Context: an optimization exercise on an open-source flow, tuned for small area. The choices shown serve that exercise and are no tape-out recipe.
The RTL was checked by simulation tests, not by an equivalence proof against the original design.
Power figures rest on the tool's default switching activity, not on a simulated workload.

## decralp
module decralp (
	input [7:0] in1, in2, in3, in4,
	input clk,
	input [255:0] key,
	input [3:0] r,
	output reg [7:0] out1, out2, out3, out4);
Size in the first run: ~1500 cells after synthesis, roughly 0.0091 mm^2 of cells after synthesis.
==> flow/config.mk <==
export PLATFORM = sky130hd
export DESIGN_NAME = decralp
export DESIGN_NICKNAME = decralp
export VERILOG_FILES = /design/flow/design.v
export SDC_FILE = /design/flow/constraint.sdc
export NUM_CORES = 4
export LEC_CHECK = 0
export CAP_MARGIN = 20
export CORE_MARGIN = 2
export CORE_UTILIZATION = 50
export GPL_TIMING_DRIVEN = 0
export SLEW_MARGIN = 20
==> flow/constraint.sdc <==
create_clock -name core_clock -period 5.0 [get_ports {clk}]
set_input_delay 1.0000 -clock core_clock [delete_from_list [all_inputs] [get_ports {clk}]]
set_output_delay 1.0000 -clock core_clock [all_outputs]
set_load 0.01 [all_outputs]
standard.sh (not shown) runs the stock make flow with config.mk's settings and CLKGATE_MAP_FILE= SYNTH_SCRIPT=/design/flow/synth_recipe.tcl, a recipe that flattens the netlist after the stock synthesis.
==> flow/flow/run.sh <==
#!/bin/bash
# Own layout flow: ORFS as in standard.sh, with
#  - synthesis as synth_recipe.tcl, but the modules dec_sbox, dec_keysel and
#    dec_rot replaced by pre-mapped netlists of the same functions
#    (flow/dec_sbox_mapped.v, and the netlist flow/gen_premap.py writes), the rest
#    mapped with an area-oriented ABC script and without the half/full adder
#    extraction (registers are untouched: ABC runs without -dff, so the
#    registers and their names are the standard ones)
#  - the smallest buffer on the ports, and CTS without dummy loads.
set -euo pipefail
W=$(pwd)
F=$W/flow
mkdir -p $W/mysynth
sed -e 's|log_cmd abc {\*}\$abc_args|set abc_args [lreplace $abc_args 1 1 '"$F"'/area.abc]\n  log_cmd abc {*}$abc_args|' \
    -e 's|  \[dont_use_adder_kinds\] ne "none"|  0|' \
    $FLOW_HOME/scripts/synth.tcl > $W/mysynth/synth.tcl
grep -q "area.abc" $W/mysynth/synth.tcl
sed "s|source \$::env(SCRIPTS_DIR)/synth.tcl|source $W/mysynth/synth.tcl|" $W/synth_recipe.tcl > $W/mysynth/synth_recipe.tcl
grep -q "mysynth/synth.tcl" $W/mysynth/synth_recipe.tcl
python3 $F/gen_premap.py $W/mysynth/premap.v > $W/gen_premap.log 2>&1
cat > $W/mysynth/premap.tcl <<EOT
read_verilog -overwrite $W/mysynth/premap.v
read_verilog -overwrite $F/dec_sbox_mapped.v
hierarchy -check -top \$::env(DESIGN_NAME)
EOT

ORFS_DIR=$W/orfs
RES=$ORFS_DIR/results/$FLOW_PLATFORM/decralp/base
make -C $FLOW_HOME DESIGN_CONFIG=$W/config.mk WORK_HOME=$ORFS_DIR CLKGATE_MAP_FILE= \
  SYNTH_SCRIPT=$W/mysynth/synth_recipe.tcl \
  SYNTH_CANONICALIZE_TCL=$W/mysynth/premap.tcl \
  "BUFFER_PORTS_ARGS=-buffer_cell sky130_fd_sc_hd__buf_1" \
  "CTS_ARGS=-sink_clustering_enable -repair_clock_nets -dont_use_dummy_load -sink_clustering_size 16 -sink_clustering_max_diameter 60 -buf_list {sky130_fd_sc_hd__clkbuf_8}" \
  finish > $W/make.log 2>&1
: # left out here: write the final layout as DEF
==> flow/flow/gen_premap.py <==
#!/usr/bin/env python3
"""Writes flow/premap.v: gate-level (sky130_fd_sc_hd) netlists of dec_keysel and
dec_rot, the same functions as the behavioural modules in rtl/decralp.v.
4:1 selects use active-low one-hot selects: y = (s0|d0)(s1|d1)(s2|d2)(s3|d3),
built as nor2(o22ai, o22ai)."""
import sys
P = 'sky130_fd_sc_hd__'
out = []
cnt = [0]
def inst(cell, **pins):
    cnt[0] += 1
    conn = ', '.join('.%s(%s)' % (k, v) for k, v in pins.items())
    out.append('  %s%s g%d (%s);' % (P, cell, cnt[0], conn))
wires = []
def wire(name):
    wires.append(name)
    return name
def mux4(sn, d, y):
    x1 = wire('x%d_a' % (cnt[0] + 1)); inst('o22ai_1', A1=sn[0], A2=d[0], B1=sn[1], B2=d[1], Y=x1)
    x2 = wire('x%d_b' % (cnt[0] + 1)); inst('o22ai_1', A1=sn[2], A2=d[2], B1=sn[3], B2=d[3], Y=x2)
    inst('nor2_1', A=x1, B=x2, Y=y)
def decoder(hi, lo, tag, copies):
    # active-low one-hot of {hi,lo}: n0 = hi|lo, n1 = hi|~lo, n2 = ~hi|lo,
    # n3 = ~(hi&lo); one copy of the four nand2 gates per group of loads
    hin = wire('%sin' % tag); inst('clkinv_1', A=hi, Y=hin)
    lon = wire('%son' % tag); inst('clkinv_1', A=lo, Y=lon)
    res = []
    for c in range(copies):
        n = [wire('%sn%d_%d' % (tag, i, c)) for i in range(4)]
        inst('nand2_1', A=hin, B=lon, Y=n[0])
        inst('nand2_1', A=hin, B=lo, Y=n[1])
        inst('nand2_1', A=hi, B=lon, Y=n[2])
        inst('nand2_1', A=hi, B=lo, Y=n[3])
        res.append(n)
    return res
def grp(decs, i, total):
    # the decoder copy for load i of total
    return decs[min(len(decs) - 1, i * len(decs) // total)]

def keysel():
    global out, wires, cnt
    out, wires = [], []
    hw = decoder('r[3]', 'r[2]', 'hw', 3)
    ho = decoder('r[3]', 'r[2]', 'ho', 4)
    lw = decoder('r[1]', 'r[0]', 'lw', 2)
    lo = decoder('r[1]', 'r[0]', 'lo', 3)
    K = lambda byte, bit: 'key[%d]' % (8 * byte + bit)
    # whitening: tw[m] = byte m - 4*r[3:2], m = 25..31
    tw = {}
    for m in range(25, 32):
        for b in range(8):
            tw[m, b] = wire('tw%d_%d' % (m, b))
            mux4(grp(hw, 8 * (m - 25) + b, 56), [K(m - 4 * i, b) for i in range(4)], tw[m, b])
    for j in range(4):
        for b in range(8):
            mux4(grp(lw, 8 * j + b, 32), [tw[28 + j - i, b] for i in range(4)], 'kw[%d]' % (8 * j + b))
    # output: uo[m] = byte m + 4*r[3:2]; full bytes m = 0..6, bits 1:0 up to 17
    uo = {}
    idx = 0
    for m in range(0, 18):
        for b in (range(8) if m <= 6 else range(2)):
            uo[m, b] = wire('uo%d_%d' % (m, b))
            mux4(grp(ho, idx, 78), [K(m + 4 * i, b) for i in range(4)], uo[m, b])
            idx += 1
    idx = 0
    for i in range(4):
        for b in range(8):
            mux4(grp(lo, idx, 44), [uo[i + t, b] for t in range(4)], 'ko[%d]' % (8 * i + b))
            idx += 1
    for k in range(2, 8):
        for b in range(2):
            mux4(grp(lo, idx, 44), [uo[2 * k + t, b] for t in range(4)], 'ks[%d]' % (2 * (k - 2) + b))
            idx += 1
    body = out
    hdr = ['module dec_keysel (input [255:0] key, input [3:0] r, output [31:0] kw, output [31:0] ko, output [11:0] ks);']
    return hdr + ['  wire %s;' % w for w in wires] + body + ['endmodule']

def rot():
    global out, wires, cnt
    out, wires = [], []
    lr = decoder('r[1]', 'r[0]', 'lr', 2)
    r2n = wire('r2n'); inst('clkinv_1', A='r[2]', Y=r2n)
    for j in range(4):
        v = ['w[%d]' % (8 * j + b) for b in range(8)]
        u = [wire('u%d_%d' % (j, b)) for b in range(8)]
        for b in range(8):
            mux4(grp(lr, 8 * j + b, 32), [v[(b + t) % 8] for t in range(4)], u[b])
        # zn[b] = ~(r[2] ? u[b+4] : u[b]);  an[b] = zn[(b+1)%8]
        for b in range(8):
            bb = (b + 1) % 8
            inst('o22ai_1', A1='r[2]', A2=u[bb], B1=r2n, B2=u[(bb + 4) % 8], Y='an[%d]' % (8 * j + b))
    hdr = ['module dec_rot (input [31:0] w, input [2:0] r, output [31:0] an);']
    return hdr + ['  wire %s;' % w for w in wires] + out + ['endmodule']

text = ['// generated by gen/gen_premap.py', ''] + keysel() + [''] + rot() + ['']
open(sys.argv[1] if len(sys.argv) > 1 else 'flow/premap.v', 'w').write('\n'.join(text))
Other scripts of this flow, unchanged in this note and not shown: flow/flow/area.abc, flow/flow/dec_sbox_mapped.v
The baseline finished with timing, DRC and antenna clean.
Change:
--- a/flow/flow/run.sh
+++ b/flow/flow/run.sh
@@ -33 +33 @@
-  "CTS_ARGS=-sink_clustering_enable -repair_clock_nets -dont_use_dummy_load -sink_clustering_size 16 -sink_clustering_max_diameter 60 -buf_list {sky130_fd_sc_hd__clkbuf_8}" \
+  "CTS_ARGS=-sink_clustering_enable -repair_clock_nets -dont_use_dummy_load -buf_list {sky130_fd_sc_hd__clkbuf_4 sky130_fd_sc_hd__clkbuf_8}" \
Total power is unchanged; hold slack does not change; final cell count stays the same; design area does not change.
Change:
--- a/flow/flow/gen_premap.py
+++ b/flow/flow/gen_premap.py
@@ -22,17 +22,8 @@
-def decoder(hi, lo, tag, copies):
-    # active-low one-hot of {hi,lo}: n0 = hi|lo, n1 = hi|~lo, n2 = ~hi|lo,
-    # n3 = ~(hi&lo); one copy of the four nand2 gates per group of loads
-    hin = wire('%sin' % tag); inst('clkinv_1', A=hi, Y=hin)
-    lon = wire('%son' % tag); inst('clkinv_1', A=lo, Y=lon)
-    res = []
-    for c in range(copies):
-        n = [wire('%sn%d_%d' % (tag, i, c)) for i in range(4)]
-        inst('nand2_1', A=hin, B=lon, Y=n[0])
-        inst('nand2_1', A=hin, B=lo, Y=n[1])
-        inst('nand2_1', A=hi, B=lon, Y=n[2])
-        inst('nand2_1', A=hi, B=lo, Y=n[3])
-        res.append(n)
-    return res
-def grp(decs, i, total):
-    # the decoder copy for load i of total
-    return decs[min(len(decs) - 1, i * len(decs) // total)]
+def decoder(hi, lo, tag):
+    # active-low one-hot of {hi,lo}: n0 = hi|lo, n1 = hi|~lo, n2 = ~hi|lo, n3 = ~(hi&lo)
+    n = [wire('%sn%d' % (tag, i)) for i in range(4)]
+    inst('or2_1', A=hi, B=lo, X=n[0])
+    inst('or2b_1', A=hi, B_N=lo, X=n[1])
+    inst('or2b_1', A=lo, B_N=hi, X=n[2])
+    inst('nand2_1', A=hi, B=lo, Y=n[3])
+    return n
@@ -43,4 +34,2 @@
-    hw = decoder('r[3]', 'r[2]', 'hw', 3)
-    ho = decoder('r[3]', 'r[2]', 'ho', 4)
-    lw = decoder('r[1]', 'r[0]', 'lw', 2)
-    lo = decoder('r[1]', 'r[0]', 'lo', 3)
+    hn = decoder('r[3]', 'r[2]', 'h')
+    ln = decoder('r[1]', 'r[0]', 'l')
@@ -53 +42 @@
-            mux4(grp(hw, 8 * (m - 25) + b, 56), [K(m - 4 * i, b) for i in range(4)], tw[m, b])
+            mux4(hn, [K(m - 4 * i, b) for i in range(4)], tw[m, b])
@@ -56 +45 @@
-            mux4(grp(lw, 8 * j + b, 32), [tw[28 + j - i, b] for i in range(4)], 'kw[%d]' % (8 * j + b))
+            mux4(ln, [tw[28 + j - i, b] for i in range(4)], 'kw[%d]' % (8 * j + b))
@@ -59 +47,0 @@
-    idx = 0
@@ -63,3 +51 @@
-            mux4(grp(ho, idx, 78), [K(m + 4 * i, b) for i in range(4)], uo[m, b])
-            idx += 1
-    idx = 0
+            mux4(hn, [K(m + 4 * i, b) for i in range(4)], uo[m, b])
@@ -68,2 +54 @@
-            mux4(grp(lo, idx, 44), [uo[i + t, b] for t in range(4)], 'ko[%d]' % (8 * i + b))
-            idx += 1
+            mux4(ln, [uo[i + t, b] for t in range(4)], 'ko[%d]' % (8 * i + b))
@@ -72,2 +57 @@
-            mux4(grp(lo, idx, 44), [uo[2 * k + t, b] for t in range(4)], 'ks[%d]' % (2 * (k - 2) + b))
-            idx += 1
+            mux4(ln, [uo[2 * k + t, b] for t in range(4)], 'ks[%d]' % (2 * (k - 2) + b))
@@ -81 +65 @@
-    lr = decoder('r[1]', 'r[0]', 'lr', 2)
+    ln = decoder('r[1]', 'r[0]', 'l')
@@ -87 +71 @@
-            mux4(grp(lr, 8 * j + b, 32), [v[(b + t) % 8] for t in range(4)], u[b])
+            mux4(ln, [v[(b + t) % 8] for t in range(4)], u[b])
Settings changed: GPL_TIMING_DRIVEN 0 to unset.
Sequential power stays flat.
Wire length came out lower by 16%.
Sequential share of layout area came out lower by 0.23 points.
Die area came out lower by 1.9%.

-- static timing again, ports no longer ideal --
The results above use ideal ports. As a check the final layouts listed here were re-extracted and re-timed, cells and wires unchanged.
Step 1 sets driving cells, clkbuf_16 on the clock port and buf_2 on the other inputs (assumed; they add their load-dependent delay and slew).
Step 2 times the ports against the registers' clock, not the clock port: input delays grow and output delays shrink by t, the midpoint of the rising clock arrivals with the driver on.
a / b / c = ideal / step 1 / step 2; a / b = the first two.
run	t, ns	slack for setup (ns)	clock arrival spread, ns	worst data-port slew with drivers (ns)	pins driven straight from the clock port
the first run	0.401	0.245 / 0.198 / -0.203	0.028 / 0.028	0.08	1
the second run	0.401	0.245 / 0.198 / -0.203	0.028 / 0.028	0.08	1
the third run	0.402	0.747 / 0.745 / 0.342	0.036 / 0.035	0.08	1
Met with ideal ports but missed after step 2: setup timing in the first run and the second run.
